This design comes from an exercise in tuning for small area and a short achievable clock period on the open sky130 flow, not from production work.
The RTL of this run was laid out without a check of its function.

==> design/flow/design.v <==
module full_adder(output sum,
                  output carry_out,
                  input x,
                  input y,
                  input carry_in);
assign sum = x ^ y ^ carry_in;
assign carry_out = (x & y) | (x & carry_in) | (y & carry_in);
endmodule
module g_aoi21(output y, input a, input b, input c);
assign y = ~((a & b) | c);
endmodule
module g_inv(output y, input a);
assign y = ~a;
endmodule
module g_nand2(output y, input a, input b);
assign y = ~(a & b);
endmodule
module g_nor2(output y, input a, input b);
assign y = ~(a | b);
endmodule
module g_oai21(output y, input a, input b, input c);
assign y = ~((a | b) & c);
endmodule
module g_or2(output y, input a, input b);
assign y = a | b;
endmodule
module g_xnor2(output y, input a, input b);
assign y = ~(a ^ b);
endmodule
module g_xor2(output y, input a, input b);
assign y = a ^ b;
endmodule
module half_adder_n(output sum_n,
                    output carry_n,
                    input a_n,
                    input b_n);
xnor_n xs(sum_n, a_n, b_n);
or_n oc(carry_n, a_n, b_n);
endmodule
module xnor_n(output y, input a, input b);
assign y = ~(a ^ b);
endmodule
module or_n(output y, input a, input b);
assign y = a | b;
endmodule
module fir_3tap (input clk,
                 input [7:0] Xin,
                 input [7:0] H0,
                 input [7:0] H1,
                 input [7:0] H2,
                 output reg [15:0] Yout);
reg [15:0] Q1n, Q2n;
wire t2_p0_0 = ~(Xin[0] & H2[0]);
wire t2_p0_1 = ~(Xin[0] & H2[1]);
wire t2_p0_2 = ~(Xin[0] & H2[2]);
wire t2_p0_3 = ~(Xin[0] & H2[3]);
wire t2_p0_4 = ~(Xin[0] & H2[4]);
wire t2_p0_5 = ~(Xin[0] & H2[5]);
wire t2_p0_6 = ~(Xin[0] & H2[6]);
wire t2_p0_7 = ~(Xin[0] & H2[7]);
wire t2_p1_0 = ~(Xin[1] & H2[0]);
wire t2_p1_1 = ~(Xin[1] & H2[1]);
wire t2_p1_2 = ~(Xin[1] & H2[2]);
wire t2_p1_3 = ~(Xin[1] & H2[3]);
wire t2_p1_4 = ~(Xin[1] & H2[4]);
wire t2_p1_5 = ~(Xin[1] & H2[5]);
wire t2_p1_6 = ~(Xin[1] & H2[6]);
wire t2_p1_7 = ~(Xin[1] & H2[7]);
wire t2_p2_0 = ~(Xin[2] & H2[0]);
wire t2_p2_1 = ~(Xin[2] & H2[1]);
wire t2_p2_2 = ~(Xin[2] & H2[2]);
wire t2_p2_3 = ~(Xin[2] & H2[3]);
wire t2_p2_4 = ~(Xin[2] & H2[4]);
wire t2_p2_5 = ~(Xin[2] & H2[5]);
wire t2_p2_6 = ~(Xin[2] & H2[6]);
wire t2_p2_7 = ~(Xin[2] & H2[7]);
wire t2_p3_0 = ~(Xin[3] & H2[0]);
wire t2_p3_1 = ~(Xin[3] & H2[1]);
wire t2_p3_2 = ~(Xin[3] & H2[2]);
wire t2_p3_3 = ~(Xin[3] & H2[3]);
wire t2_p3_4 = ~(Xin[3] & H2[4]);
wire t2_p3_5 = ~(Xin[3] & H2[5]);
wire t2_p3_6 = ~(Xin[3] & H2[6]);
wire t2_p3_7 = ~(Xin[3] & H2[7]);
wire t2_p4_0 = ~(Xin[4] & H2[0]);
wire t2_p4_1 = ~(Xin[4] & H2[1]);
wire t2_p4_2 = ~(Xin[4] & H2[2]);
wire t2_p4_3 = ~(Xin[4] & H2[3]);
wire t2_p4_4 = ~(Xin[4] & H2[4]);
wire t2_p4_5 = ~(Xin[4] & H2[5]);
wire t2_p4_6 = ~(Xin[4] & H2[6]);
wire t2_p4_7 = ~(Xin[4] & H2[7]);
wire t2_p5_0 = ~(Xin[5] & H2[0]);
wire t2_p5_1 = ~(Xin[5] & H2[1]);
wire t2_p5_2 = ~(Xin[5] & H2[2]);
wire t2_p5_3 = ~(Xin[5] & H2[3]);
wire t2_p5_4 = ~(Xin[5] & H2[4]);
wire t2_p5_5 = ~(Xin[5] & H2[5]);
wire t2_p5_6 = ~(Xin[5] & H2[6]);
wire t2_p5_7 = ~(Xin[5] & H2[7]);
wire t2_p6_0 = ~(Xin[6] & H2[0]);
wire t2_p6_1 = ~(Xin[6] & H2[1]);
wire t2_p6_2 = ~(Xin[6] & H2[2]);
wire t2_p6_3 = ~(Xin[6] & H2[3]);
wire t2_p6_4 = ~(Xin[6] & H2[4]);
wire t2_p6_5 = ~(Xin[6] & H2[5]);
wire t2_p6_6 = ~(Xin[6] & H2[6]);
wire t2_p6_7 = ~(Xin[6] & H2[7]);
wire t2_p7_0 = ~(Xin[7] & H2[0]);
wire t2_p7_1 = ~(Xin[7] & H2[1]);
wire t2_p7_2 = ~(Xin[7] & H2[2]);
wire t2_p7_3 = ~(Xin[7] & H2[3]);
wire t2_p7_4 = ~(Xin[7] & H2[4]);
wire t2_p7_5 = ~(Xin[7] & H2[5]);
wire t2_p7_6 = ~(Xin[7] & H2[6]);
wire t2_p7_7 = ~(Xin[7] & H2[7]);
wire t2_s0, t2_c0;
half_adder_n t2_ha1 (t2_s0, t2_c0, t2_p0_6, t2_p1_5);
wire t2_s1, t2_c1;
full_adder t2_fa2 (t2_s1, t2_c1, t2_p0_7, t2_p1_6, t2_p2_5);
wire t2_s2, t2_c2;
half_adder_n t2_ha3 (t2_s2, t2_c2, t2_p3_4, t2_p4_3);
wire t2_s3, t2_c3;
full_adder t2_fa4 (t2_s3, t2_c3, t2_p1_7, t2_p2_6, t2_p3_5);
wire t2_s4, t2_c4;
half_adder_n t2_ha5 (t2_s4, t2_c4, t2_p4_4, t2_p5_3);
wire t2_s5, t2_c5;
full_adder t2_fa6 (t2_s5, t2_c5, t2_p2_7, t2_p3_6, t2_p4_5);
wire t2_s6, t2_c6;
half_adder_n t2_ha7 (t2_s6, t2_c6, t2_p0_4, t2_p1_3);
wire t2_s7, t2_c7;
full_adder t2_fa8 (t2_s7, t2_c7, t2_p0_5, t2_p1_4, t2_p2_3);
wire t2_s8, t2_c8;
half_adder_n t2_ha9 (t2_s8, t2_c8, t2_p3_2, t2_p4_1);
wire t2_s9, t2_c9;
full_adder t2_fa10 (t2_s9, t2_c9, t2_p2_4, t2_p3_3, t2_p4_2);
wire t2_s10, t2_c10;
full_adder t2_fa11 (t2_s10, t2_c10, t2_p5_1, t2_p6_0, t2_s0);
wire t2_s11, t2_c11;
full_adder t2_fa12 (t2_s11, t2_c11, t2_p5_2, t2_p6_1, t2_p7_0);
wire t2_s12, t2_c12;
full_adder t2_fa13 (t2_s12, t2_c12, t2_c0, t2_s2, t2_s1);
wire t2_s13, t2_c13;
full_adder t2_fa14 (t2_s13, t2_c13, t2_p6_2, t2_p7_1, t2_c2);
wire t2_s14, t2_c14;
full_adder t2_fa15 (t2_s14, t2_c14, t2_s4, t2_c1, t2_s3);
wire t2_s15, t2_c15;
full_adder t2_fa16 (t2_s15, t2_c15, t2_p5_4, t2_p6_3, t2_p7_2);
wire t2_s16, t2_c16;
full_adder t2_fa17 (t2_s16, t2_c16, t2_c4, t2_c3, t2_s5);
wire t2_s17, t2_c17;
full_adder t2_fa18 (t2_s17, t2_c17, t2_p3_7, t2_p4_6, t2_p5_5);
wire t2_s18, t2_c18;
full_adder t2_fa19 (t2_s18, t2_c18, t2_p6_4, t2_p7_3, t2_c5);
wire t2_s19, t2_c19;
full_adder t2_fa20 (t2_s19, t2_c19, t2_p4_7, t2_p5_6, t2_p6_5);
wire t2_s20, t2_c20;
half_adder_n t2_ha21 (t2_s20, t2_c20, t2_p0_3, t2_p1_2);
wire t2_s21, t2_c21;
full_adder t2_fa22 (t2_s21, t2_c21, t2_p2_2, t2_p3_1, t2_p4_0);
wire t2_s22, t2_c22;
full_adder t2_fa23 (t2_s22, t2_c22, t2_p5_0, t2_c6, t2_s8);
wire t2_s23, t2_c23;
full_adder t2_fa24 (t2_s23, t2_c23, t2_c8, t2_c7, t2_s9);
wire t2_s24, t2_c24;
full_adder t2_fa25 (t2_s24, t2_c24, t2_c9, t2_s11, t2_c10);
wire t2_s25, t2_c25;
full_adder t2_fa26 (t2_s25, t2_c25, t2_c11, t2_s13, t2_c12);
wire t2_s26, t2_c26;
full_adder t2_fa27 (t2_s26, t2_c26, t2_s15, t2_c13, t2_c14);
wire t2_s27, t2_c27;
full_adder t2_fa28 (t2_s27, t2_c27, t2_c15, t2_s17, t2_c16);
wire t2_s28, t2_c28;
full_adder t2_fa29 (t2_s28, t2_c28, t2_p7_4, t2_c17, t2_s19);
wire t2_s29, t2_c29;
full_adder t2_fa30 (t2_s29, t2_c29, t2_p5_7, t2_p6_6, t2_p7_5);
wire t2_s30, t2_c30;
half_adder_n t2_ha31 (t2_s30, t2_c30, t2_p0_2, t2_p1_1);
wire t2_s31, t2_c31;
full_adder t2_fa32 (t2_s31, t2_c31, t2_p2_1, t2_p3_0, t2_s20);
wire t2_s32, t2_c32;
full_adder t2_fa33 (t2_s32, t2_c32, t2_c20, t2_s6, t2_s21);
wire t2_s33, t2_c33;
full_adder t2_fa34 (t2_s33, t2_c33, t2_c21, t2_s7, t2_s22);
wire t2_s34, t2_c34;
full_adder t2_fa35 (t2_s34, t2_c34, t2_c22, t2_s10, t2_s23);
wire t2_s35, t2_c35;
full_adder t2_fa36 (t2_s35, t2_c35, t2_c23, t2_s12, t2_s24);
wire t2_s36, t2_c36;
full_adder t2_fa37 (t2_s36, t2_c36, t2_s14, t2_c24, t2_s25);
wire t2_s37, t2_c37;
full_adder t2_fa38 (t2_s37, t2_c37, t2_s16, t2_c25, t2_s26);
wire t2_s38, t2_c38;
full_adder t2_fa39 (t2_s38, t2_c38, t2_s18, t2_c26, t2_s27);
wire t2_s39, t2_c39;
full_adder t2_fa40 (t2_s39, t2_c39, t2_c18, t2_s28, t2_c27);
wire t2_s40, t2_c40;
full_adder t2_fa41 (t2_s40, t2_c40, t2_c19, t2_s29, t2_c28);
wire t2_s41, t2_c41;
full_adder t2_fa42 (t2_s41, t2_c41, t2_p6_7, t2_p7_6, t2_c29);
wire n1;
g_xnor2 u1 (n1, t2_p0_1, t2_p1_0);
wire n2;
g_or2 u2 (n2, t2_p0_1, t2_p1_0);
wire t2_rs2, t2_rc2;
full_adder t2_rfa2 (t2_rs2, t2_rc2, t2_s30, t2_p2_0, n2);
wire n3;
g_nor2 u3 (n3, t2_c30, t2_s31);
wire n4;
g_inv u4 (n4, t2_rc2);
wire n5;
g_nand2 u5 (n5, t2_c30, t2_s31);
wire n6;
g_oai21 u6 (n6, n3, n4, n5);
wire n7;
g_nor2 u7 (n7, t2_c31, t2_s32);
wire n8;
g_inv u8 (n8, n6);
wire n9;
g_nand2 u9 (n9, t2_c31, t2_s32);
wire n10;
g_oai21 u10 (n10, n7, n8, n9);
wire n11;
g_nor2 u11 (n11, t2_c32, t2_s33);
wire n12;
g_inv u12 (n12, n10);
wire n13;
g_nand2 u13 (n13, t2_c32, t2_s33);
wire n14;
g_oai21 u14 (n14, n11, n12, n13);
wire n15;
g_nor2 u15 (n15, t2_c33, t2_s34);
wire n16;
g_inv u16 (n16, n14);
wire n17;
g_nand2 u17 (n17, t2_c33, t2_s34);
wire n18;
g_oai21 u18 (n18, n15, n16, n17);
wire n19;
g_nor2 u19 (n19, t2_c34, t2_s35);
wire n20;
g_inv u20 (n20, n18);
wire n21;
g_nand2 u21 (n21, t2_c34, t2_s35);
wire n22;
g_oai21 u22 (n22, n19, n20, n21);
wire n23;
g_nor2 u23 (n23, t2_c36, t2_s37);
wire n24;
g_nand2 u24 (n24, t2_c35, t2_s36);
wire n25;
g_nand2 u25 (n25, t2_c36, t2_s37);
wire n26;
g_oai21 u26 (n26, n23, n24, n25);
wire n27;
g_nor2 u27 (n27, t2_c35, t2_s36);
wire n28;
g_nor2 u28 (n28, n23, n27);
wire n29;
g_nor2 u29 (n29, t2_c38, t2_s39);
wire n30;
g_nand2 u30 (n30, t2_c37, t2_s38);
wire n31;
g_nand2 u31 (n31, t2_c38, t2_s39);
wire n32;
g_oai21 u32 (n32, n29, n30, n31);
wire n33;
g_nor2 u33 (n33, t2_c37, t2_s38);
wire n34;
g_nor2 u34 (n34, n29, n33);
wire n35;
g_nor2 u35 (n35, t2_c40, t2_s41);
wire n36;
g_nand2 u36 (n36, t2_c39, t2_s40);
wire n37;
g_nand2 u37 (n37, t2_c40, t2_s41);
wire n38;
g_oai21 u38 (n38, n35, n36, n37);
wire n39;
g_nor2 u39 (n39, t2_c39, t2_s40);
wire n40;
g_nor2 u40 (n40, n35, n39);
wire n41;
g_aoi21 u41 (n41, n28, n22, n26);
wire n42;
g_or2 u42 (n42, t2_c34, t2_s35);
wire n43;
g_nand2 u43 (n43, n28, n42);
wire n44;
g_aoi21 u44 (n44, n40, n32, n38);
wire n45;
g_nand2 u45 (n45, n40, n34);
wire n46;
g_oai21 u46 (n46, n45, n41, n44);
wire n47;
g_nor2 u47 (n47, n45, n43);
wire n48;
g_inv u48 (n48, n34);
wire n49;
g_inv u49 (n49, n32);
wire n50;
g_oai21 u50 (n50, n48, n41, n49);
wire n51;
g_inv u51 (n51, n34);
wire n52;
g_nor2 u52 (n52, n51, n43);
wire n53;
g_inv u53 (n53, n22);
wire n54;
g_oai21 u54 (n54, n27, n53, n24);
wire n55;
g_nor2 u55 (n55, n27, n19);
wire n56;
g_oai21 u56 (n56, n33, n41, n30);
wire n57;
g_nor2 u57 (n57, n33, n43);
wire n58;
g_inv u58 (n58, n50);
wire n59;
g_oai21 u59 (n59, n39, n58, n36);
wire n60;
g_inv u60 (n60, n52);
wire n61;
g_nor2 u61 (n61, n39, n60);
wire n62;
g_nor2 u62 (n62, t2_c41, t2_p7_7);
wire n63;
g_inv u63 (n63, n46);
wire n64;
g_nand2 u64 (n64, t2_c41, t2_p7_7);
wire n65;
g_oai21 u65 (n65, n62, n63, n64);
wire n66;
g_inv u66 (n66, n47);
wire n67;
g_nor2 u67 (n67, n62, n66);
wire n68;
g_xor2 u68 (n68, t2_c30, t2_s31);
wire n69;
g_xor2 u69 (n69, n68, t2_rc2);
wire n70;
g_xor2 u70 (n70, t2_c31, t2_s32);
wire n71;
g_xor2 u71 (n71, n70, n6);
wire n72;
g_xor2 u72 (n72, t2_c32, t2_s33);
wire n73;
g_xor2 u73 (n73, n72, n10);
wire n74;
g_xor2 u74 (n74, t2_c33, t2_s34);
wire n75;
g_xor2 u75 (n75, n74, n14);
wire n76;
g_xor2 u76 (n76, t2_c34, t2_s35);
wire n77;
g_xor2 u77 (n77, n76, n18);
wire n78;
g_xor2 u78 (n78, t2_c35, t2_s36);
wire n79;
g_xor2 u79 (n79, n78, n22);
wire n80;
g_xor2 u80 (n80, t2_c36, t2_s37);
wire n81;
g_xor2 u81 (n81, n80, n54);
wire n82;
g_xor2 u82 (n82, t2_c37, t2_s38);
wire n83;
g_xnor2 u83 (n83, n82, n41);
wire n84;
g_xor2 u84 (n84, t2_c38, t2_s39);
wire n85;
g_xor2 u85 (n85, n84, n56);
wire n86;
g_xor2 u86 (n86, t2_c39, t2_s40);
wire n87;
g_xor2 u87 (n87, n86, n50);
wire n88;
g_xor2 u88 (n88, t2_c40, t2_s41);
wire n89;
g_xor2 u89 (n89, n88, n59);
wire n90;
g_xor2 u90 (n90, t2_c41, t2_p7_7);
wire n91;
g_xor2 u91 (n91, n90, n46);
wire [15:0] t2_sn = {n65, n91, n89, n87, n85, n83, n81, n79, n77, n75, n73, n71, n69, t2_rs2, n1, t2_p0_0};
wire t1_p0_0 = ~(Xin[0] & H1[0]);
wire t1_p0_1 = ~(Xin[0] & H1[1]);
wire t1_p0_2 = ~(Xin[0] & H1[2]);
wire t1_p0_3 = ~(Xin[0] & H1[3]);
wire t1_p0_4 = ~(Xin[0] & H1[4]);
wire t1_p0_5 = ~(Xin[0] & H1[5]);
wire t1_p0_6 = ~(Xin[0] & H1[6]);
wire t1_p0_7 = ~(Xin[0] & H1[7]);
wire t1_p1_0 = ~(Xin[1] & H1[0]);
wire t1_p1_1 = ~(Xin[1] & H1[1]);
wire t1_p1_2 = ~(Xin[1] & H1[2]);
wire t1_p1_3 = ~(Xin[1] & H1[3]);
wire t1_p1_4 = ~(Xin[1] & H1[4]);
wire t1_p1_5 = ~(Xin[1] & H1[5]);
wire t1_p1_6 = ~(Xin[1] & H1[6]);
wire t1_p1_7 = ~(Xin[1] & H1[7]);
wire t1_p2_0 = ~(Xin[2] & H1[0]);
wire t1_p2_1 = ~(Xin[2] & H1[1]);
wire t1_p2_2 = ~(Xin[2] & H1[2]);
wire t1_p2_3 = ~(Xin[2] & H1[3]);
wire t1_p2_4 = ~(Xin[2] & H1[4]);
wire t1_p2_5 = ~(Xin[2] & H1[5]);
wire t1_p2_6 = ~(Xin[2] & H1[6]);
wire t1_p2_7 = ~(Xin[2] & H1[7]);
wire t1_p3_0 = ~(Xin[3] & H1[0]);
wire t1_p3_1 = ~(Xin[3] & H1[1]);
wire t1_p3_2 = ~(Xin[3] & H1[2]);
wire t1_p3_3 = ~(Xin[3] & H1[3]);
wire t1_p3_4 = ~(Xin[3] & H1[4]);
wire t1_p3_5 = ~(Xin[3] & H1[5]);
wire t1_p3_6 = ~(Xin[3] & H1[6]);
wire t1_p3_7 = ~(Xin[3] & H1[7]);
wire t1_p4_0 = ~(Xin[4] & H1[0]);
wire t1_p4_1 = ~(Xin[4] & H1[1]);
wire t1_p4_2 = ~(Xin[4] & H1[2]);
wire t1_p4_3 = ~(Xin[4] & H1[3]);
wire t1_p4_4 = ~(Xin[4] & H1[4]);
wire t1_p4_5 = ~(Xin[4] & H1[5]);
wire t1_p4_6 = ~(Xin[4] & H1[6]);
wire t1_p4_7 = ~(Xin[4] & H1[7]);
wire t1_p5_0 = ~(Xin[5] & H1[0]);
wire t1_p5_1 = ~(Xin[5] & H1[1]);
wire t1_p5_2 = ~(Xin[5] & H1[2]);
wire t1_p5_3 = ~(Xin[5] & H1[3]);
wire t1_p5_4 = ~(Xin[5] & H1[4]);
wire t1_p5_5 = ~(Xin[5] & H1[5]);
wire t1_p5_6 = ~(Xin[5] & H1[6]);
wire t1_p5_7 = ~(Xin[5] & H1[7]);
wire t1_p6_0 = ~(Xin[6] & H1[0]);
wire t1_p6_1 = ~(Xin[6] & H1[1]);
wire t1_p6_2 = ~(Xin[6] & H1[2]);
wire t1_p6_3 = ~(Xin[6] & H1[3]);
wire t1_p6_4 = ~(Xin[6] & H1[4]);
wire t1_p6_5 = ~(Xin[6] & H1[5]);
wire t1_p6_6 = ~(Xin[6] & H1[6]);
wire t1_p6_7 = ~(Xin[6] & H1[7]);
wire t1_p7_0 = ~(Xin[7] & H1[0]);
wire t1_p7_1 = ~(Xin[7] & H1[1]);
wire t1_p7_2 = ~(Xin[7] & H1[2]);
wire t1_p7_3 = ~(Xin[7] & H1[3]);
wire t1_p7_4 = ~(Xin[7] & H1[4]);
wire t1_p7_5 = ~(Xin[7] & H1[5]);
wire t1_p7_6 = ~(Xin[7] & H1[6]);
wire t1_p7_7 = ~(Xin[7] & H1[7]);
wire t1_s0, t1_c0;
half_adder_n t1_ha1 (t1_s0, t1_c0, Q1n[5], t1_p0_5);
wire t1_s1, t1_c1;
full_adder t1_fa2 (t1_s1, t1_c1, Q1n[6], t1_p0_6, t1_p1_5);
wire t1_s2, t1_c2;
half_adder_n t1_ha3 (t1_s2, t1_c2, t1_p2_4, t1_p3_3);
wire t1_s3, t1_c3;
full_adder t1_fa4 (t1_s3, t1_c3, Q1n[7], t1_p0_7, t1_p1_6);
wire t1_s4, t1_c4;
full_adder t1_fa5 (t1_s4, t1_c4, t1_p2_5, t1_p3_4, t1_p4_3);
wire t1_s5, t1_c5;
half_adder_n t1_ha6 (t1_s5, t1_c5, t1_p5_2, t1_p6_1);
wire t1_s6, t1_c6;
full_adder t1_fa7 (t1_s6, t1_c6, Q1n[8], t1_p1_7, t1_p2_6);
wire t1_s7, t1_c7;
full_adder t1_fa8 (t1_s7, t1_c7, t1_p3_5, t1_p4_4, t1_p5_3);
wire t1_s8, t1_c8;
half_adder_n t1_ha9 (t1_s8, t1_c8, t1_p6_2, t1_p7_1);
wire t1_s9, t1_c9;
full_adder t1_fa10 (t1_s9, t1_c9, Q1n[9], t1_p2_7, t1_p3_6);
wire t1_s10, t1_c10;
full_adder t1_fa11 (t1_s10, t1_c10, t1_p4_5, t1_p5_4, t1_p6_3);
wire t1_s11, t1_c11;
full_adder t1_fa12 (t1_s11, t1_c11, Q1n[10], t1_p3_7, t1_p4_6);
wire t1_s12, t1_c12;
half_adder_n t1_ha13 (t1_s12, t1_c12, Q1n[3], t1_p0_3);
wire t1_s13, t1_c13;
full_adder t1_fa14 (t1_s13, t1_c13, Q1n[4], t1_p0_4, t1_p1_3);
wire t1_s14, t1_c14;
half_adder_n t1_ha15 (t1_s14, t1_c14, t1_p2_2, t1_p3_1);
wire t1_s15, t1_c15;
full_adder t1_fa16 (t1_s15, t1_c15, t1_p1_4, t1_p2_3, t1_p3_2);
wire t1_s16, t1_c16;
full_adder t1_fa17 (t1_s16, t1_c16, t1_p4_1, t1_p5_0, t1_s0);
wire t1_s17, t1_c17;
full_adder t1_fa18 (t1_s17, t1_c17, t1_p4_2, t1_p5_1, t1_p6_0);
wire t1_s18, t1_c18;
full_adder t1_fa19 (t1_s18, t1_c18, t1_c0, t1_s2, t1_s1);
wire t1_s19, t1_c19;
full_adder t1_fa20 (t1_s19, t1_c19, t1_p7_0, t1_c2, t1_s5);
wire t1_s20, t1_c20;
full_adder t1_fa21 (t1_s20, t1_c20, t1_c1, t1_s3, t1_s4);
wire t1_s21, t1_c21;
full_adder t1_fa22 (t1_s21, t1_c21, t1_c5, t1_s8, t1_c3);
wire t1_s22, t1_c22;
full_adder t1_fa23 (t1_s22, t1_c22, t1_c4, t1_s6, t1_s7);
wire t1_s23, t1_c23;
full_adder t1_fa24 (t1_s23, t1_c23, t1_p7_2, t1_c8, t1_c6);
wire t1_s24, t1_c24;
full_adder t1_fa25 (t1_s24, t1_c24, t1_c7, t1_s10, t1_s9);
wire t1_s25, t1_c25;
full_adder t1_fa26 (t1_s25, t1_c25, t1_p5_5, t1_p6_4, t1_p7_3);
wire t1_s26, t1_c26;
full_adder t1_fa27 (t1_s26, t1_c26, t1_c10, t1_c9, t1_s11);
wire t1_s27, t1_c27;
full_adder t1_fa28 (t1_s27, t1_c27, Q1n[11], t1_p4_7, t1_p5_6);
wire t1_s28, t1_c28;
full_adder t1_fa29 (t1_s28, t1_c28, t1_p6_5, t1_p7_4, t1_c11);
wire t1_s29, t1_c29;
full_adder t1_fa30 (t1_s29, t1_c29, Q1n[12], t1_p5_7, t1_p6_6);
wire t1_s30, t1_c30;
half_adder_n t1_ha31 (t1_s30, t1_c30, Q1n[2], t1_p0_2);
wire t1_s31, t1_c31;
full_adder t1_fa32 (t1_s31, t1_c31, t1_p1_2, t1_p2_1, t1_p3_0);
wire t1_s32, t1_c32;
full_adder t1_fa33 (t1_s32, t1_c32, t1_p4_0, t1_c12, t1_s14);
wire t1_s33, t1_c33;
full_adder t1_fa34 (t1_s33, t1_c33, t1_c14, t1_c13, t1_s15);
wire t1_s34, t1_c34;
full_adder t1_fa35 (t1_s34, t1_c34, t1_c15, t1_s17, t1_c16);
wire t1_s35, t1_c35;
full_adder t1_fa36 (t1_s35, t1_c35, t1_c17, t1_s19, t1_c18);
wire t1_s36, t1_c36;
full_adder t1_fa37 (t1_s36, t1_c36, t1_c19, t1_c20, t1_s21);
wire t1_s37, t1_c37;
full_adder t1_fa38 (t1_s37, t1_c37, t1_c21, t1_c22, t1_s23);
wire t1_s38, t1_c38;
full_adder t1_fa39 (t1_s38, t1_c38, t1_s25, t1_c23, t1_c24);
wire t1_s39, t1_c39;
full_adder t1_fa40 (t1_s39, t1_c39, t1_c25, t1_s27, t1_c26);
wire t1_s40, t1_c40;
full_adder t1_fa41 (t1_s40, t1_c40, t1_p7_5, t1_c27, t1_s29);
wire t1_s41, t1_c41;
full_adder t1_fa42 (t1_s41, t1_c41, Q1n[13], t1_p6_7, t1_p7_6);
wire t1_s42, t1_c42;
half_adder_n t1_ha43 (t1_s42, t1_c42, Q1n[1], t1_p0_1);
wire t1_s43, t1_c43;
full_adder t1_fa44 (t1_s43, t1_c43, t1_p1_1, t1_p2_0, t1_s30);
wire t1_s44, t1_c44;
full_adder t1_fa45 (t1_s44, t1_c44, t1_c30, t1_s12, t1_s31);
wire t1_s45, t1_c45;
full_adder t1_fa46 (t1_s45, t1_c45, t1_c31, t1_s13, t1_s32);
wire t1_s46, t1_c46;
full_adder t1_fa47 (t1_s46, t1_c46, t1_c32, t1_s16, t1_s33);
wire t1_s47, t1_c47;
full_adder t1_fa48 (t1_s47, t1_c47, t1_c33, t1_s18, t1_s34);
wire t1_s48, t1_c48;
full_adder t1_fa49 (t1_s48, t1_c48, t1_s20, t1_c34, t1_s35);
wire t1_s49, t1_c49;
full_adder t1_fa50 (t1_s49, t1_c49, t1_s22, t1_c35, t1_s36);
wire t1_s50, t1_c50;
full_adder t1_fa51 (t1_s50, t1_c50, t1_s24, t1_c36, t1_s37);
wire t1_s51, t1_c51;
full_adder t1_fa52 (t1_s51, t1_c51, t1_s26, t1_c37, t1_s38);
wire t1_s52, t1_c52;
full_adder t1_fa53 (t1_s52, t1_c52, t1_s28, t1_c38, t1_s39);
wire t1_s53, t1_c53;
full_adder t1_fa54 (t1_s53, t1_c53, t1_c28, t1_s40, t1_c39);
wire t1_s54, t1_c54;
full_adder t1_fa55 (t1_s54, t1_c54, t1_c29, t1_s41, t1_c40);
wire t1_s55, t1_c55;
full_adder t1_fa56 (t1_s55, t1_c55, Q1n[14], t1_p7_7, t1_c41);
wire n92;
g_xnor2 u92 (n92, Q1n[0], t1_p0_0);
wire n93;
g_or2 u93 (n93, Q1n[0], t1_p0_0);
wire t1_rs1, t1_rc1;
full_adder t1_rfa1 (t1_rs1, t1_rc1, t1_s42, t1_p1_0, n93);
wire t1_rs2, t1_rc2;
full_adder t1_rfa2 (t1_rs2, t1_rc2, t1_c42, t1_s43, t1_rc1);
wire n94;
g_nor2 u94 (n94, t1_c43, t1_s44);
wire n95;
g_inv u95 (n95, t1_rc2);
wire n96;
g_nand2 u96 (n96, t1_c43, t1_s44);
wire n97;
g_oai21 u97 (n97, n94, n95, n96);
wire n98;
g_nor2 u98 (n98, t1_c44, t1_s45);
wire n99;
g_inv u99 (n99, n97);
wire n100;
g_nand2 u100 (n100, t1_c44, t1_s45);
wire n101;
g_oai21 u101 (n101, n98, n99, n100);
wire n102;
g_nor2 u102 (n102, t1_c45, t1_s46);
wire n103;
g_inv u103 (n103, n101);
wire n104;
g_nand2 u104 (n104, t1_c45, t1_s46);
wire n105;
g_oai21 u105 (n105, n102, n103, n104);
wire n106;
g_nor2 u106 (n106, t1_c46, t1_s47);
wire n107;
g_inv u107 (n107, n105);
wire n108;
g_nand2 u108 (n108, t1_c46, t1_s47);
wire n109;
g_oai21 u109 (n109, n106, n107, n108);
wire n110;
g_nor2 u110 (n110, t1_c47, t1_s48);
wire n111;
g_inv u111 (n111, n109);
wire n112;
g_nand2 u112 (n112, t1_c47, t1_s48);
wire n113;
g_oai21 u113 (n113, n110, n111, n112);
wire n114;
g_nor2 u114 (n114, t1_c49, t1_s50);
wire n115;
g_nand2 u115 (n115, t1_c48, t1_s49);
wire n116;
g_nand2 u116 (n116, t1_c49, t1_s50);
wire n117;
g_oai21 u117 (n117, n114, n115, n116);
wire n118;
g_nor2 u118 (n118, t1_c48, t1_s49);
wire n119;
g_nor2 u119 (n119, n114, n118);
wire n120;
g_nor2 u120 (n120, t1_c51, t1_s52);
wire n121;
g_nand2 u121 (n121, t1_c50, t1_s51);
wire n122;
g_nand2 u122 (n122, t1_c51, t1_s52);
wire n123;
g_oai21 u123 (n123, n120, n121, n122);
wire n124;
g_nor2 u124 (n124, t1_c50, t1_s51);
wire n125;
g_nor2 u125 (n125, n120, n124);
wire n126;
g_nor2 u126 (n126, t1_c53, t1_s54);
wire n127;
g_nand2 u127 (n127, t1_c52, t1_s53);
wire n128;
g_nand2 u128 (n128, t1_c53, t1_s54);
wire n129;
g_oai21 u129 (n129, n126, n127, n128);
wire n130;
g_nor2 u130 (n130, t1_c52, t1_s53);
wire n131;
g_nor2 u131 (n131, n126, n130);
wire n132;
g_aoi21 u132 (n132, n119, n113, n117);
wire n133;
g_or2 u133 (n133, t1_c47, t1_s48);
wire n134;
g_nand2 u134 (n134, n119, n133);
wire n135;
g_aoi21 u135 (n135, n131, n123, n129);
wire n136;
g_nand2 u136 (n136, n131, n125);
wire n137;
g_oai21 u137 (n137, n136, n132, n135);
wire n138;
g_nor2 u138 (n138, n136, n134);
wire n139;
g_inv u139 (n139, n125);
wire n140;
g_inv u140 (n140, n123);
wire n141;
g_oai21 u141 (n141, n139, n132, n140);
wire n142;
g_inv u142 (n142, n125);
wire n143;
g_nor2 u143 (n143, n142, n134);
wire n144;
g_inv u144 (n144, n113);
wire n145;
g_oai21 u145 (n145, n118, n144, n115);
wire n146;
g_nor2 u146 (n146, n118, n110);
wire n147;
g_oai21 u147 (n147, n124, n132, n121);
wire n148;
g_nor2 u148 (n148, n124, n134);
wire n149;
g_inv u149 (n149, n141);
wire n150;
g_oai21 u150 (n150, n130, n149, n127);
wire n151;
g_inv u151 (n151, n143);
wire n152;
g_nor2 u152 (n152, n130, n151);
wire n153;
g_nor2 u153 (n153, t1_c54, t1_s55);
wire n154;
g_inv u154 (n154, n137);
wire n155;
g_nand2 u155 (n155, t1_c54, t1_s55);
wire n156;
g_oai21 u156 (n156, n153, n154, n155);
wire n157;
g_inv u157 (n157, n138);
wire n158;
g_nor2 u158 (n158, n153, n157);
wire n159;
g_xor2 u159 (n159, t1_c43, t1_s44);
wire n160;
g_xor2 u160 (n160, n159, t1_rc2);
wire n161;
g_xor2 u161 (n161, t1_c44, t1_s45);
wire n162;
g_xor2 u162 (n162, n161, n97);
wire n163;
g_xor2 u163 (n163, t1_c45, t1_s46);
wire n164;
g_xor2 u164 (n164, n163, n101);
wire n165;
g_xor2 u165 (n165, t1_c46, t1_s47);
wire n166;
g_xor2 u166 (n166, n165, n105);
wire n167;
g_xor2 u167 (n167, t1_c47, t1_s48);
wire n168;
g_xor2 u168 (n168, n167, n109);
wire n169;
g_xor2 u169 (n169, t1_c48, t1_s49);
wire n170;
g_xor2 u170 (n170, n169, n113);
wire n171;
g_xor2 u171 (n171, t1_c49, t1_s50);
wire n172;
g_xor2 u172 (n172, n171, n145);
wire n173;
g_xor2 u173 (n173, t1_c50, t1_s51);
wire n174;
g_xnor2 u174 (n174, n173, n132);
wire n175;
g_xor2 u175 (n175, t1_c51, t1_s52);
wire n176;
g_xor2 u176 (n176, n175, n147);
wire n177;
g_xor2 u177 (n177, t1_c52, t1_s53);
wire n178;
g_xor2 u178 (n178, n177, n141);
wire n179;
g_xor2 u179 (n179, t1_c53, t1_s54);
wire n180;
g_xor2 u180 (n180, n179, n150);
wire n181;
g_xor2 u181 (n181, t1_c54, t1_s55);
wire n182;
g_xor2 u182 (n182, n181, n137);
wire n183;
g_xor2 u183 (n183, t1_c55, Q1n[15]);
wire n184;
g_xor2 u184 (n184, n183, n156);
wire [15:0] t1_sn = {n184, n182, n180, n178, n176, n174, n172, n170, n168, n166, n164, n162, n160, t1_rs2, t1_rs1, n92};
wire t0_p0_0 = ~(Xin[0] & H0[0]);
wire t0_p0_1 = ~(Xin[0] & H0[1]);
wire t0_p0_2 = ~(Xin[0] & H0[2]);
wire t0_p0_3 = ~(Xin[0] & H0[3]);
wire t0_p0_4 = ~(Xin[0] & H0[4]);
wire t0_p0_5 = ~(Xin[0] & H0[5]);
wire t0_p0_6 = ~(Xin[0] & H0[6]);
wire t0_p0_7 = ~(Xin[0] & H0[7]);
wire t0_p1_0 = ~(Xin[1] & H0[0]);
wire t0_p1_1 = ~(Xin[1] & H0[1]);
wire t0_p1_2 = ~(Xin[1] & H0[2]);
wire t0_p1_3 = ~(Xin[1] & H0[3]);
wire t0_p1_4 = ~(Xin[1] & H0[4]);
wire t0_p1_5 = ~(Xin[1] & H0[5]);
wire t0_p1_6 = ~(Xin[1] & H0[6]);
wire t0_p1_7 = ~(Xin[1] & H0[7]);
wire t0_p2_0 = ~(Xin[2] & H0[0]);
wire t0_p2_1 = ~(Xin[2] & H0[1]);
wire t0_p2_2 = ~(Xin[2] & H0[2]);
wire t0_p2_3 = ~(Xin[2] & H0[3]);
wire t0_p2_4 = ~(Xin[2] & H0[4]);
wire t0_p2_5 = ~(Xin[2] & H0[5]);
wire t0_p2_6 = ~(Xin[2] & H0[6]);
wire t0_p2_7 = ~(Xin[2] & H0[7]);
wire t0_p3_0 = ~(Xin[3] & H0[0]);
wire t0_p3_1 = ~(Xin[3] & H0[1]);
wire t0_p3_2 = ~(Xin[3] & H0[2]);
wire t0_p3_3 = ~(Xin[3] & H0[3]);
wire t0_p3_4 = ~(Xin[3] & H0[4]);
wire t0_p3_5 = ~(Xin[3] & H0[5]);
wire t0_p3_6 = ~(Xin[3] & H0[6]);
wire t0_p3_7 = ~(Xin[3] & H0[7]);
wire t0_p4_0 = ~(Xin[4] & H0[0]);
wire t0_p4_1 = ~(Xin[4] & H0[1]);
wire t0_p4_2 = ~(Xin[4] & H0[2]);
wire t0_p4_3 = ~(Xin[4] & H0[3]);
wire t0_p4_4 = ~(Xin[4] & H0[4]);
wire t0_p4_5 = ~(Xin[4] & H0[5]);
wire t0_p4_6 = ~(Xin[4] & H0[6]);
wire t0_p4_7 = ~(Xin[4] & H0[7]);
wire t0_p5_0 = ~(Xin[5] & H0[0]);
wire t0_p5_1 = ~(Xin[5] & H0[1]);
wire t0_p5_2 = ~(Xin[5] & H0[2]);
wire t0_p5_3 = ~(Xin[5] & H0[3]);
wire t0_p5_4 = ~(Xin[5] & H0[4]);
wire t0_p5_5 = ~(Xin[5] & H0[5]);
wire t0_p5_6 = ~(Xin[5] & H0[6]);
wire t0_p5_7 = ~(Xin[5] & H0[7]);
wire t0_p6_0 = ~(Xin[6] & H0[0]);
wire t0_p6_1 = ~(Xin[6] & H0[1]);
wire t0_p6_2 = ~(Xin[6] & H0[2]);
wire t0_p6_3 = ~(Xin[6] & H0[3]);
wire t0_p6_4 = ~(Xin[6] & H0[4]);
wire t0_p6_5 = ~(Xin[6] & H0[5]);
wire t0_p6_6 = ~(Xin[6] & H0[6]);
wire t0_p6_7 = ~(Xin[6] & H0[7]);
wire t0_p7_0 = ~(Xin[7] & H0[0]);
wire t0_p7_1 = ~(Xin[7] & H0[1]);
wire t0_p7_2 = ~(Xin[7] & H0[2]);
wire t0_p7_3 = ~(Xin[7] & H0[3]);
wire t0_p7_4 = ~(Xin[7] & H0[4]);
wire t0_p7_5 = ~(Xin[7] & H0[5]);
wire t0_p7_6 = ~(Xin[7] & H0[6]);
wire t0_p7_7 = ~(Xin[7] & H0[7]);
wire t0_s0, t0_c0;
half_adder_n t0_ha1 (t0_s0, t0_c0, Q2n[5], t0_p0_5);
wire t0_s1, t0_c1;
full_adder t0_fa2 (t0_s1, t0_c1, Q2n[6], t0_p0_6, t0_p1_5);
wire t0_s2, t0_c2;
half_adder_n t0_ha3 (t0_s2, t0_c2, t0_p2_4, t0_p3_3);
wire t0_s3, t0_c3;
full_adder t0_fa4 (t0_s3, t0_c3, Q2n[7], t0_p0_7, t0_p1_6);
wire t0_s4, t0_c4;
full_adder t0_fa5 (t0_s4, t0_c4, t0_p2_5, t0_p3_4, t0_p4_3);
wire t0_s5, t0_c5;
half_adder_n t0_ha6 (t0_s5, t0_c5, t0_p5_2, t0_p6_1);
wire t0_s6, t0_c6;
full_adder t0_fa7 (t0_s6, t0_c6, Q2n[8], t0_p1_7, t0_p2_6);
wire t0_s7, t0_c7;
full_adder t0_fa8 (t0_s7, t0_c7, t0_p3_5, t0_p4_4, t0_p5_3);
wire t0_s8, t0_c8;
half_adder_n t0_ha9 (t0_s8, t0_c8, t0_p6_2, t0_p7_1);
wire t0_s9, t0_c9;
full_adder t0_fa10 (t0_s9, t0_c9, Q2n[9], t0_p2_7, t0_p3_6);
wire t0_s10, t0_c10;
full_adder t0_fa11 (t0_s10, t0_c10, t0_p4_5, t0_p5_4, t0_p6_3);
wire t0_s11, t0_c11;
full_adder t0_fa12 (t0_s11, t0_c11, Q2n[10], t0_p3_7, t0_p4_6);
wire t0_s12, t0_c12;
half_adder_n t0_ha13 (t0_s12, t0_c12, Q2n[3], t0_p0_3);
wire t0_s13, t0_c13;
full_adder t0_fa14 (t0_s13, t0_c13, Q2n[4], t0_p0_4, t0_p1_3);
wire t0_s14, t0_c14;
half_adder_n t0_ha15 (t0_s14, t0_c14, t0_p2_2, t0_p3_1);
wire t0_s15, t0_c15;
full_adder t0_fa16 (t0_s15, t0_c15, t0_p1_4, t0_p2_3, t0_p3_2);
wire t0_s16, t0_c16;
full_adder t0_fa17 (t0_s16, t0_c16, t0_p4_1, t0_p5_0, t0_s0);
wire t0_s17, t0_c17;
full_adder t0_fa18 (t0_s17, t0_c17, t0_p4_2, t0_p5_1, t0_p6_0);
wire t0_s18, t0_c18;
full_adder t0_fa19 (t0_s18, t0_c18, t0_c0, t0_s2, t0_s1);
wire t0_s19, t0_c19;
full_adder t0_fa20 (t0_s19, t0_c19, t0_p7_0, t0_c2, t0_s5);
wire t0_s20, t0_c20;
full_adder t0_fa21 (t0_s20, t0_c20, t0_c1, t0_s3, t0_s4);
wire t0_s21, t0_c21;
full_adder t0_fa22 (t0_s21, t0_c21, t0_c5, t0_s8, t0_c3);
wire t0_s22, t0_c22;
full_adder t0_fa23 (t0_s22, t0_c22, t0_c4, t0_s6, t0_s7);
wire t0_s23, t0_c23;
full_adder t0_fa24 (t0_s23, t0_c23, t0_p7_2, t0_c8, t0_c6);
wire t0_s24, t0_c24;
full_adder t0_fa25 (t0_s24, t0_c24, t0_c7, t0_s10, t0_s9);
wire t0_s25, t0_c25;
full_adder t0_fa26 (t0_s25, t0_c25, t0_p5_5, t0_p6_4, t0_p7_3);
wire t0_s26, t0_c26;
full_adder t0_fa27 (t0_s26, t0_c26, t0_c10, t0_c9, t0_s11);
wire t0_s27, t0_c27;
full_adder t0_fa28 (t0_s27, t0_c27, Q2n[11], t0_p4_7, t0_p5_6);
wire t0_s28, t0_c28;
full_adder t0_fa29 (t0_s28, t0_c28, t0_p6_5, t0_p7_4, t0_c11);
wire t0_s29, t0_c29;
full_adder t0_fa30 (t0_s29, t0_c29, Q2n[12], t0_p5_7, t0_p6_6);
wire t0_s30, t0_c30;
half_adder_n t0_ha31 (t0_s30, t0_c30, Q2n[2], t0_p0_2);
wire t0_s31, t0_c31;
full_adder t0_fa32 (t0_s31, t0_c31, t0_p1_2, t0_p2_1, t0_p3_0);
wire t0_s32, t0_c32;
full_adder t0_fa33 (t0_s32, t0_c32, t0_p4_0, t0_c12, t0_s14);
wire t0_s33, t0_c33;
full_adder t0_fa34 (t0_s33, t0_c33, t0_c14, t0_c13, t0_s15);
wire t0_s34, t0_c34;
full_adder t0_fa35 (t0_s34, t0_c34, t0_c15, t0_s17, t0_c16);
wire t0_s35, t0_c35;
full_adder t0_fa36 (t0_s35, t0_c35, t0_c17, t0_s19, t0_c18);
wire t0_s36, t0_c36;
full_adder t0_fa37 (t0_s36, t0_c36, t0_c19, t0_c20, t0_s21);
wire t0_s37, t0_c37;
full_adder t0_fa38 (t0_s37, t0_c37, t0_c21, t0_c22, t0_s23);
wire t0_s38, t0_c38;
full_adder t0_fa39 (t0_s38, t0_c38, t0_s25, t0_c23, t0_c24);
wire t0_s39, t0_c39;
full_adder t0_fa40 (t0_s39, t0_c39, t0_c25, t0_s27, t0_c26);
wire t0_s40, t0_c40;
full_adder t0_fa41 (t0_s40, t0_c40, t0_p7_5, t0_c27, t0_s29);
wire t0_s41, t0_c41;
full_adder t0_fa42 (t0_s41, t0_c41, Q2n[13], t0_p6_7, t0_p7_6);
wire t0_s42, t0_c42;
half_adder_n t0_ha43 (t0_s42, t0_c42, Q2n[1], t0_p0_1);
wire t0_s43, t0_c43;
full_adder t0_fa44 (t0_s43, t0_c43, t0_p1_1, t0_p2_0, t0_s30);
wire t0_s44, t0_c44;
full_adder t0_fa45 (t0_s44, t0_c44, t0_c30, t0_s12, t0_s31);
wire t0_s45, t0_c45;
full_adder t0_fa46 (t0_s45, t0_c45, t0_c31, t0_s13, t0_s32);
wire t0_s46, t0_c46;
full_adder t0_fa47 (t0_s46, t0_c46, t0_c32, t0_s16, t0_s33);
wire t0_s47, t0_c47;
full_adder t0_fa48 (t0_s47, t0_c47, t0_c33, t0_s18, t0_s34);
wire t0_s48, t0_c48;
full_adder t0_fa49 (t0_s48, t0_c48, t0_s20, t0_c34, t0_s35);
wire t0_s49, t0_c49;
full_adder t0_fa50 (t0_s49, t0_c49, t0_s22, t0_c35, t0_s36);
wire t0_s50, t0_c50;
full_adder t0_fa51 (t0_s50, t0_c50, t0_s24, t0_c36, t0_s37);
wire t0_s51, t0_c51;
full_adder t0_fa52 (t0_s51, t0_c51, t0_s26, t0_c37, t0_s38);
wire t0_s52, t0_c52;
full_adder t0_fa53 (t0_s52, t0_c52, t0_s28, t0_c38, t0_s39);
wire t0_s53, t0_c53;
full_adder t0_fa54 (t0_s53, t0_c53, t0_c28, t0_s40, t0_c39);
wire t0_s54, t0_c54;
full_adder t0_fa55 (t0_s54, t0_c54, t0_c29, t0_s41, t0_c40);
wire t0_s55, t0_c55;
full_adder t0_fa56 (t0_s55, t0_c55, Q2n[14], t0_p7_7, t0_c41);
wire n185;
g_xnor2 u185 (n185, Q2n[0], t0_p0_0);
wire n186;
g_or2 u186 (n186, Q2n[0], t0_p0_0);
wire t0_rs1, t0_rc1;
full_adder t0_rfa1 (t0_rs1, t0_rc1, t0_s42, t0_p1_0, n186);
wire t0_rs2, t0_rc2;
full_adder t0_rfa2 (t0_rs2, t0_rc2, t0_c42, t0_s43, t0_rc1);
wire n187;
g_nor2 u187 (n187, t0_c43, t0_s44);
wire n188;
g_inv u188 (n188, t0_rc2);
wire n189;
g_nand2 u189 (n189, t0_c43, t0_s44);
wire n190;
g_oai21 u190 (n190, n187, n188, n189);
wire n191;
g_nor2 u191 (n191, t0_c44, t0_s45);
wire n192;
g_inv u192 (n192, n190);
wire n193;
g_nand2 u193 (n193, t0_c44, t0_s45);
wire n194;
g_oai21 u194 (n194, n191, n192, n193);
wire n195;
g_nor2 u195 (n195, t0_c45, t0_s46);
wire n196;
g_inv u196 (n196, n194);
wire n197;
g_nand2 u197 (n197, t0_c45, t0_s46);
wire n198;
g_oai21 u198 (n198, n195, n196, n197);
wire n199;
g_nor2 u199 (n199, t0_c46, t0_s47);
wire n200;
g_inv u200 (n200, n198);
wire n201;
g_nand2 u201 (n201, t0_c46, t0_s47);
wire n202;
g_oai21 u202 (n202, n199, n200, n201);
wire n203;
g_nor2 u203 (n203, t0_c47, t0_s48);
wire n204;
g_inv u204 (n204, n202);
wire n205;
g_nand2 u205 (n205, t0_c47, t0_s48);
wire n206;
g_oai21 u206 (n206, n203, n204, n205);
wire n207;
g_nor2 u207 (n207, t0_c49, t0_s50);
wire n208;
g_nand2 u208 (n208, t0_c48, t0_s49);
wire n209;
g_nand2 u209 (n209, t0_c49, t0_s50);
wire n210;
g_oai21 u210 (n210, n207, n208, n209);
wire n211;
g_nor2 u211 (n211, t0_c48, t0_s49);
wire n212;
g_nor2 u212 (n212, n207, n211);
wire n213;
g_nor2 u213 (n213, t0_c51, t0_s52);
wire n214;
g_nand2 u214 (n214, t0_c50, t0_s51);
wire n215;
g_nand2 u215 (n215, t0_c51, t0_s52);
wire n216;
g_oai21 u216 (n216, n213, n214, n215);
wire n217;
g_nor2 u217 (n217, t0_c50, t0_s51);
wire n218;
g_nor2 u218 (n218, n213, n217);
wire n219;
g_nor2 u219 (n219, t0_c53, t0_s54);
wire n220;
g_nand2 u220 (n220, t0_c52, t0_s53);
wire n221;
g_nand2 u221 (n221, t0_c53, t0_s54);
wire n222;
g_oai21 u222 (n222, n219, n220, n221);
wire n223;
g_nor2 u223 (n223, t0_c52, t0_s53);
wire n224;
g_nor2 u224 (n224, n219, n223);
wire n225;
g_aoi21 u225 (n225, n212, n206, n210);
wire n226;
g_or2 u226 (n226, t0_c47, t0_s48);
wire n227;
g_nand2 u227 (n227, n212, n226);
wire n228;
g_aoi21 u228 (n228, n224, n216, n222);
wire n229;
g_nand2 u229 (n229, n224, n218);
wire n230;
g_oai21 u230 (n230, n229, n225, n228);
wire n231;
g_nor2 u231 (n231, n229, n227);
wire n232;
g_inv u232 (n232, n218);
wire n233;
g_inv u233 (n233, n216);
wire n234;
g_oai21 u234 (n234, n232, n225, n233);
wire n235;
g_inv u235 (n235, n218);
wire n236;
g_nor2 u236 (n236, n235, n227);
wire n237;
g_inv u237 (n237, n206);
wire n238;
g_oai21 u238 (n238, n211, n237, n208);
wire n239;
g_nor2 u239 (n239, n211, n203);
wire n240;
g_oai21 u240 (n240, n217, n225, n214);
wire n241;
g_nor2 u241 (n241, n217, n227);
wire n242;
g_inv u242 (n242, n234);
wire n243;
g_oai21 u243 (n243, n223, n242, n220);
wire n244;
g_inv u244 (n244, n236);
wire n245;
g_nor2 u245 (n245, n223, n244);
wire n246;
g_nor2 u246 (n246, t0_c54, t0_s55);
wire n247;
g_inv u247 (n247, n230);
wire n248;
g_nand2 u248 (n248, t0_c54, t0_s55);
wire n249;
g_oai21 u249 (n249, n246, n247, n248);
wire n250;
g_inv u250 (n250, n231);
wire n251;
g_nor2 u251 (n251, n246, n250);
wire n252;
g_inv u252 (n252, n185);
wire n253;
g_inv u253 (n253, t0_rs1);
wire n254;
g_inv u254 (n254, t0_rs2);
wire n255;
g_xor2 u255 (n255, t0_c43, t0_s44);
wire n256;
g_xnor2 u256 (n256, n255, t0_rc2);
wire n257;
g_xor2 u257 (n257, t0_c44, t0_s45);
wire n258;
g_xnor2 u258 (n258, n257, n190);
wire n259;
g_xor2 u259 (n259, t0_c45, t0_s46);
wire n260;
g_xnor2 u260 (n260, n259, n194);
wire n261;
g_xor2 u261 (n261, t0_c46, t0_s47);
wire n262;
g_xnor2 u262 (n262, n261, n198);
wire n263;
g_xor2 u263 (n263, t0_c47, t0_s48);
wire n264;
g_xnor2 u264 (n264, n263, n202);
wire n265;
g_xor2 u265 (n265, t0_c48, t0_s49);
wire n266;
g_xnor2 u266 (n266, n265, n206);
wire n267;
g_xor2 u267 (n267, t0_c49, t0_s50);
wire n268;
g_xnor2 u268 (n268, n267, n238);
wire n269;
g_xor2 u269 (n269, t0_c50, t0_s51);
wire n270;
g_xor2 u270 (n270, n269, n225);
wire n271;
g_xor2 u271 (n271, t0_c51, t0_s52);
wire n272;
g_xnor2 u272 (n272, n271, n240);
wire n273;
g_xor2 u273 (n273, t0_c52, t0_s53);
wire n274;
g_xnor2 u274 (n274, n273, n234);
wire n275;
g_xor2 u275 (n275, t0_c53, t0_s54);
wire n276;
g_xnor2 u276 (n276, n275, n243);
wire n277;
g_xor2 u277 (n277, t0_c54, t0_s55);
wire n278;
g_xnor2 u278 (n278, n277, n230);
wire n279;
g_xor2 u279 (n279, t0_c55, Q2n[15]);
wire n280;
g_xnor2 u280 (n280, n279, n249);
wire [15:0] t0_sn = {n280, n278, n276, n274, n272, n270, n268, n266, n264, n262, n260, n258, n256, n254, n253, n252};
always @(posedge clk) begin
  Q1n  <= t2_sn;
  Q2n  <= t1_sn;
  Yout <= t0_sn;
end
endmodule
==> design/flow/flow/run.sh <==
#!/bin/bash
# The standard layout (standard.sh), with two changes to how it is made:
# - ports are buffered with buf_1 instead of the default delay buffer;
# - repair_timing aims for 6.6 ns of setup slack instead of 0.
set -euo pipefail
export SETUP_SLACK_MARGIN=6.6
export BUFFER_PORTS_ARGS="-buffer_cell sky130_fd_sc_hd__buf_1"
bash standard.sh > standard.log 2>&1
==> design/flow/standard.sh <==
#!/bin/bash
# synth_recipe.tcl (not shown) runs the flow's synth.tcl, then flattens the netlist and writes it again
# the make line also repeats each setting of config.mk as NAME=value (left out here)
make -C /OpenROAD-flow-scripts/flow DESIGN_CONFIG=/design/flow/config.mk WORK_HOME=/design/flow/orfs CLKGATE_MAP_FILE= SYNTH_SCRIPT=/design/flow/synth_recipe.tcl "${@:-finish}"
==> design/flow/config.mk <==
export PLATFORM = sky130hd
export DESIGN_NAME = fir_3tap
export DESIGN_NICKNAME = fir_3tap
export VERILOG_FILES = /design/flow/design.v
export SDC_FILE = /design/flow/constraint.sdc
export NUM_CORES = 4
export LEC_CHECK = 0
export CAP_MARGIN = 20
export CORE_MARGIN = 2
export CORE_UTILIZATION = 55
export CTS_BUF_LIST = sky130_fd_sc_hd__clkbuf_8
export SLEW_MARGIN = 20
export SYNTH_HIERARCHICAL = 1
export SYNTH_MINIMUM_KEEP_SIZE = 0
export TNS_END_PERCENT = 0
==> design/flow/constraint.sdc <==
create_clock -name core_clock -period 12.5 [get_ports {clk}]
set_input_delay 2.5000 -clock core_clock [delete_from_list [all_inputs] [get_ports {clk}]]
set_output_delay 2.5000 -clock core_clock [all_outputs]
set_load 0.01 [all_outputs]
==> impl_metrics.env <==
export IMPL_critPathMostFrequentCell="fa_1"
export IMPL_initial_core_util_pct=56.4
export IMPL_r2r_start="Q1n[7]"
export IMPL_drc=0
export IMPL_min_to="Q2n[0]"
export IMPL_rows=39
export IMPL_finalPower_mw=1.88
export IMPL_pre_cts_ws_ps=5950
export IMPL_drt_pass1_iter_count=5
export IMPL_die_w_um=112
export IMPL_n_fill_cell=1054
export IMPL_final_cell_mix="nand2_1 (231), fa_1 (135), xor2_1 (62)"
export IMPL_die_h_um=112
export IMPL_seqCellArea_um2=961
export IMPL_synth_area_leaders="fa_1 (42%), dfxtp_1 (15%), nand2_1 (13%), xor2_1 (8.4%), xnor2_1 (5.4%)"
export IMPL_max_slew_margin_pct=72.4
export IMPL_syn_num_nets=878
export IMPL_synth_yosys_seq_area_share_pct=14.9
export IMPL_postRouteAntennaNets=0
export IMPL_wirelength_mm=12.9
export IMPL_core_um2=11400
export IMPL_cts_buffers=5
export IMPL_layout_commonest_cell="nand2_1"
export IMPL_cts_tree="done"
export IMPL_hold_path_class="flop to flop"
export IMPL_port_buffers=48
export IMPL_p_leak_nw=2.69
export IMPL_met1_usage_pct=29.7
export IMPL_drt_iter0_drc=209
export IMPL_globalRouteMet2Util_pct=38.6
export IMPL_area_growth_pct=6.97
export IMPL_hold_path_depth=1
export IMPL_cp_arrival_ps=5960
export IMPL_htree_num_levels=2
export IMPL_drive_above_1_share_pct=7.78
export IMPL_fin_nets=903
export IMPL_clkTransAtPathRegs_ps=90
export IMPL_synth_largest_area_cell="fa_1"
export IMPL_final_cell_area_um2=6890
export IMPL_syn_cell_area_um2=6440
export IMPL_synth_top_area_share_pct=42.3
export IMPL_gp_congestion=0.826
export IMPL_fin_ws_ps=6740
export IMPL_hold_viol_final=0
export IMPL_antennaDiodeCount=0
export IMPL_grt_pass1_vias=4940
export IMPL_slowest_stage="fa_1"
export IMPL_rsz0062_at_grt="true"
export IMPL_track_usage_pct=22.0
export IMPL_setup_viol_count_final=0
export IMPL_rr_endpoint="Q2n[13]"
export IMPL_powerDensity_nw_per_um2=273
export IMPL_timing_fmax_mhz=174
export IMPL_critPathMaxFanout=8
export IMPL_post_cts_buffers=0
export IMPL_antenna_found_initial=0
export IMPL_required_ps=12700
export IMPL_status="complete, no violations"
export IMPL_cp_start_kind="primary input"
export IMPL_crit_chain="buf_1, nand2_1, fa_1, fa_1, fa_1, fa_1, nor2_1, nor2_1, a21oi_2, o21ai_2, inv_1, o21ai_1, xor2_1"
export IMPL_postCtsHoldBufs=0
export IMPL_clock_skew_ps=11.6
export IMPL_root_buffer="clkbuf_8"
export IMPL_min_from="Q1n[0]"
export IMPL_via_per_inst=5.20
export IMPL_num_vias=4557
export IMPL_endpoint_kind="flop"
export IMPL_overflow=0
export IMPL_die_area_um2=12600
export IMPL_grt_util_met3_pct=3.13
export IMPL_grt_first_pass_wirelength_mm=22.6
export IMPL_clk_latency_ps=300
export IMPL_reg2reg_slack_ps=9110
export IMPL_post_drt_wl_per_cell_um=14.7
export IMPL_ys_warn_count=7
export IMPL_clkSinkCount=48
export IMPL_grt_busiest_layer="met2"
export IMPL_dp_hpwl_mm=9.83
export IMPL_rr_worst_depth=11
export IMPL_syn_inst=709
export IMPL_timing_hold_ws_ps=441
export IMPL_worstMarginPinSlew_ps=414
export IMPL_multiInputGateArea_um2=5150
export IMPL_drv_slew=0
export IMPL_clockBufferDepth=2
export IMPL_dpl_cell_area_um2=6590
export IMPL_period_needed_ps=5760
export IMPL_synth_cell_types=13
export IMPL_cp_slowest_stage_delay_ps=580
export IMPL_crit_type="primary input to flop"
export IMPL_crit_path_start="H1[4]"
export IMPL_ir_drop_v=0.000238
export IMPL_ys_ff_latch=48
export IMPL_avgSynthCellArea_um2=9.09
export IMPL_drv_cap=0
export IMPL_grt_max_degree=25
export IMPL_fin_setup_tns_ps=0
export IMPL_ios=49
export IMPL_finalCritPeriodShare_pct=46.1
-- sequential cells by signal (all words and copies together) (netlist names) --
register / cells
Q1n: 16
Q2n: 16
Yout: 16
-- cells in the mapped netlist, drive strengths merged --
| cell type | instances |
|---|---|
| nand2 | 231 |
| fa | 136 |
| xor2 | 62 |
| dfxtp | 48 |
| nor2 | 45 |
| o21ai | 42 |
| buf | 40 |
| xnor2 | 40 |
| inv | 33 |
| or2 | 26 |
| a21oi | 6 |
-- layout make-up --
cell class	instances	area share, %
Multi-Input combinational cell	588	74.8
Sequential cell	48	13.9
Timing Repair Buffer	58	5.43
Tap cell	143	2.60
Inverter	33	1.80
Clock buffer	5	0.999
Clock inverter	1	0.436
-- report_power, final --
part	internal, mW	total (mW)	switching, mW
sequential	0.256	0.286	0.0295
clock	0.0576	0.110	0.0526
combinational	0.675	1.48	0.809
-- what timing repair did --
item | CTS | global route
setup endpoints to repair | 9 | 11
resized for setup | 6 | 45
gates cloned | 0 | 2
pin swaps | 0 | 2
-- worst max-delay path: cells and delay by family --
kind | cells | cell delay (ps)
adders and majority gates | 4 | 2020
AOI/OAI and AO/OA | 3 | 520
and+or+nand+nor | 3 | 390
buffers and inverters | 2 | 380
xor gates and xnor gates | 1 | 160
-- per-module statistics from Yosys, one instance, submodules excluded, a selection --
module	cell area (um2)	cells	flops+latches	copies in the design
or_n	6.26	1	0	23
g_xor2	8.76	1	0	62
g_xnor2	8.76	1	0	17
g_nor2	3.75	1	0	45
g_nand2	3.75	1	0	39
g_aoi21	8.76	1	0	6
-- stage by stage --
| step | instances | utilization [%] |
|---|---|---|
| finish | 876 | 60.4 |
| global placement | 867 | 57.6 |
| detailed placement | 868 | 57.7 |
| global route | 876 | 60.4 |
| CTS | 874 | 58.7 |
| floorplan | 709 | - |
-- worst max path at each step --
stage	depth (start not counted)	slack [ps]	to
5_1_grt	20	6510	Yout[15]
3_3_place_gp	19	5730	Yout[15]
4_1_cts	19	6590	Q2n[13]
6_report	13	6740	Q2n[13]
2_1_floorplan	16	6670	Yout[15]
3_5_place_dp	20	5950	Yout[13]
-- kinds of logic after synthesis --
kind of cell	synth area share, %
simple gates	18.6
fa+ha+maj	42.3
xor+xnor	13.9
buf+inv	6.27
compound gates	4.08
flops	14.9
-- per-layer routing --
| layer | part of all wire, % | up-vias |
|---|---|---|
| met1 | 44 | 2290 |
| met4 | 0.79 | 0 |
| li1 | - | 2170 |
| met3 | 4.0 | 8 |
| met5 | 0 | - |
| met2 | 51 | 89 |

[separate check: timing with driven ports]
The results above use ideal ports. As a check the final layout listed here was re-extracted and re-timed, cells and wires unchanged. Step 1 assumes that a clkbuf_16 drives the clock port and a buf_2 every other input. Step 2, shift: input delay + t, output delay - t, t = (earliest + latest rising clock arrival at the registers) / 2. This alone moves slack from input paths to output paths. Three values: ideal ports, drivers, drivers and shift; two values: the first two.
t (ns): 0.333
setup slack, ns: 6.739 / 6.741 / 6.408
worst setup path after step 2: input to register
pins driven straight from the clock port: 1
After both steps setup and hold are still met in this run. For this run, drivers alone change the setup slack by +0.002 ns; drivers and shift together by -0.331 ns.
